Context: an optimization exercise on an open-source flow, tuned for small area. The choices shown serve that exercise and are no tape-out recipe.
In this exercise RTL edits were held to simulation tests only and were not proved equivalent to the original.

run F:
Design dct_top, start of the top module:
module dct_top(
	 input [7:0]x0,
	 input [7:0]x1,
	 input [7:0]x2,
	 input [7:0]x3,
	 input [7:0]x4,
	 input [7:0]x5,
	 input [7:0]x6,
	 input [7:0]x7,
	 input en,
	 input clk,
	 input rst,
	 output [13:0]y0,
	 output [13:0]y1,
	 output [13:0]y2,
	 output [13:0]y3,
	 output [13:0]y4,
	 output [13:0]y5,
	 output [13:0]y6,
	 output [13:0]y7
    );
	reg [2:0]addr;
	wire [74:0] row;
	wire [11:0] c0, c1, c2, c3, c4, c5, c6, c7;
	wire [7:0] col;
	genvar i;
	generate for (i = 0; i < 8; i = i + 1) begin : g
		assign col[i] = (addr == ((i + 1) & 7));
	end endgenerate
	DCT_app dct1(x0,x1,x2,x3,x4,x5,x6,x7,row);
	dct_ram dctRAM(clk,en,row,col,c0,c1,c2,c3,c4,c5,c6,c7);
	DCT2_app dct2(c0,c1,c2,c3,c4,c5,c6,c7,col[0],y0,y1,y2,y3,y4,y5,y6,y7);
	always@(posedge clk) begin
		if (rst) addr <= 3'd0;
		else addr <= addr+1;
	end
endmodule
For scale: roughly 600 flip-flops, about 180 I/O pins.
Settings: LEC_CHECK=0, CAP_MARGIN=20, CORE_MARGIN=2, CORE_UTILIZATION=40, CTS_BUF_LIST=sky130_fd_sc_hd__clkbuf_8, CTS_CLUSTER_SIZE=30, SLEW_MARGIN=20; clock period 12.0 ns.
run.sh (not shown) runs the stock make flow with config.mk's settings and CLKGATE_MAP_FILE= SYNTH_SCRIPT=/design/flow/synth_recipe.tcl, a recipe that flattens the netlist after the stock synthesis.
## Diff of input files: run D against run F
- CTS_BUF_LIST now sky130_fd_sc_hd__clkbuf_4, was sky130_fd_sc_hd__clkbuf_8
- CTS_CLUSTER_SIZE now 20, was 30
--- outcome ---
Summary of run D over run F: utilization after layout barely changed; final cell count climbed about 2.4%. Run F -> run D: sequential share of layout area flat. Die area came out exactly the same in run F and run D. Compared to run F, run D has detailed router's first-iteration violation count 272 higher.

* * *

dct_top, a different RTL version from the one above (not shown whole).
Size in the first run: about 1800 cells after synthesis, ~590 flip-flops.
Design dct_top, start of the top module:
module dct_top(
	 input [7:0]x0,
	 input [7:0]x1,
	 input [7:0]x2,
	 input [7:0]x3,
	 input [7:0]x4,
	 input [7:0]x5,
	 input [7:0]x6,
	 input [7:0]x7,
	 input en,
	 input clk,
	 input rst,
	 output [13:0]y0,
	 output [13:0]y1,
	 output [13:0]y2,
	 output [13:0]y3,
	 output [13:0]y4,
	 output [13:0]y5,
	 output [13:0]y6,
	 output [13:0]y7
    );
	reg [2:0]addr;
	reg wr;
	wire [72:0] row;
	wire [10:0] c0, c1, c2, c3, c4, c5, c6, c7;
	wire [7:0] col;
	genvar i;
	generate for (i = 0; i < 8; i = i + 1) begin : g
		assign col[i] = ~wr & (addr == ((i + 1) & 7));
	end endgenerate
	dct_ram dctRAM(clk,en,wr,row,col,wr,{x7,x6,x5,x4,x3,x2,x1,x0},c0,c1,c2,c3,c4,c5,c6,c7);
	DCT2_app dct2(c0,c1,c2,c3,c4,c5,c6,c7,col[0],y0,y1,y2,y3,y4,y5,y6,y7,row);
	always@(posedge clk) begin
		if (rst) addr <= 3'd0;
		else addr <= addr + 3'd1;
		wr <= en;
	end
endmodule
clock: 12.0 ns
lec_check: 0
cap_margin: 20
core_margin: 2
core_utilization: 40
slew_margin: 20
standard.sh (not shown) runs the stock make flow with config.mk's settings and CLKGATE_MAP_FILE= SYNTH_SCRIPT=/design/flow/synth_recipe.tcl, a recipe that flattens the netlist after the stock synthesis.
==> flow/flow/run.sh <==
#!/bin/bash
# Standard ORFS layout (the standard.sh: ORFS synthesis and place-and-route), with:
#  - an area-oriented ABC mapping script (flow/abc_area_nf.script) in place of ORFS's
#    abc_speed.script, in a copy of ORFS's scripts folder; everything else in that
#    copy is ORFS's own, so the registers and the rest of synthesis are unchanged;
#  - port buffers of the smallest buffer cell (buf_1);
#  - clock tree: clkbuf_8 buffers, sink clusters of up to 18, no dummy loads.
set -euo pipefail
SM="$PWD/scripts_abc"
rm -rf "$SM"
cp -r "$FLOW_HOME/scripts" "$SM"
cp flow/abc_area_nf.script "$SM/abc_speed.script"
bash standard.sh \
  SCRIPTS_DIR="$SM" \
  BUFFER_PORTS_ARGS="-buffer_cell sky130_fd_sc_hd__buf_1" \
  CTS_ARGS="-sink_clustering_enable -repair_clock_nets -dont_use_dummy_load -buf_list sky130_fd_sc_hd__clkbuf_8 -sink_clustering_size 18 -sink_clustering_max_diameter 60" \
  finish > standard_make.log 2>&1
==> flow/flow/abc_area_nf.script <==
&get -n
&st
&dch -f
&nf -a -F 4 -A 4
&put
topo
stime -c
The starting point finished clean.
Change:
--- a/flow/flow/run.sh
+++ b/flow/flow/run.sh
@@ -5,5 +5,5 @@
 #    copy is ORFS's own, so the registers and the rest of synthesis are unchanged;
 #  - port buffers of the smallest buffer cell (buf_1);
-#  - clock tree: clkbuf_8 buffers, sink clusters of up to 18, no dummy loads.
+#  - clock tree: larger sink clusters and no dummy loads, so fewer clock buffers.
 set -euo pipefail
 SM="$PWD/scripts_abc"
@@ -14,4 +14,4 @@
   SCRIPTS_DIR="$SM" \
   BUFFER_PORTS_ARGS="-buffer_cell sky130_fd_sc_hd__buf_1" \
-  CTS_ARGS="-sink_clustering_enable -repair_clock_nets -dont_use_dummy_load -buf_list sky130_fd_sc_hd__clkbuf_8 -sink_clustering_size 18 -sink_clustering_max_diameter 60" \
+  CTS_ARGS="-sink_clustering_enable -repair_clock_nets -dont_use_dummy_load -sink_clustering_size 28 -sink_clustering_max_diameter 90" \
   finish > standard_make.log 2>&1
What happened: Clock-buffer cell count shrinks by 16. Cell count shrinks slightly. Cell area stays flat. Non-clock buffer count stays the same. Worst hold slack gains 0.023 ns. Synthesized cell count stays the same. Core utilization grows by 0.13 points.

==> afterwards: timing with drivers on the ports <==
How much do the figures lean on ideal ports? The routed layouts below were timed once more, with nothing changed but the port constraints. Step 1: set_driving_cell puts a clkbuf_16 on clk and a buf_2 on each other input, an assumption about the parent block. Step 2 moves the port delays by t, midway between the first and last clock arrival at a register: inputs arrive t later, outputs are due t later. That takes back most of the time a late clock gives input paths. Three values: no drivers, after step 1, after step 2; two values: the first two.
run | t (ns) | slack for setup (ns) | worst register clock-pin slew, ns
run F | 0.689 | 0.394 / 0.340 / 1.029 | 0.07 / 0.07
run D | 0.875 | 0.375 / 0.316 / 1.191 | 0.09 / 0.09
the first run of note 2 | 0.681 | 0.437 / 0.384 / 1.065 | 0.11 / 0.11
the second run of note 2 | 0.628 | 0.511 / 0.454 / 1.082 | 0.11 / 0.11
After both steps setup and hold are still met in every run listed.
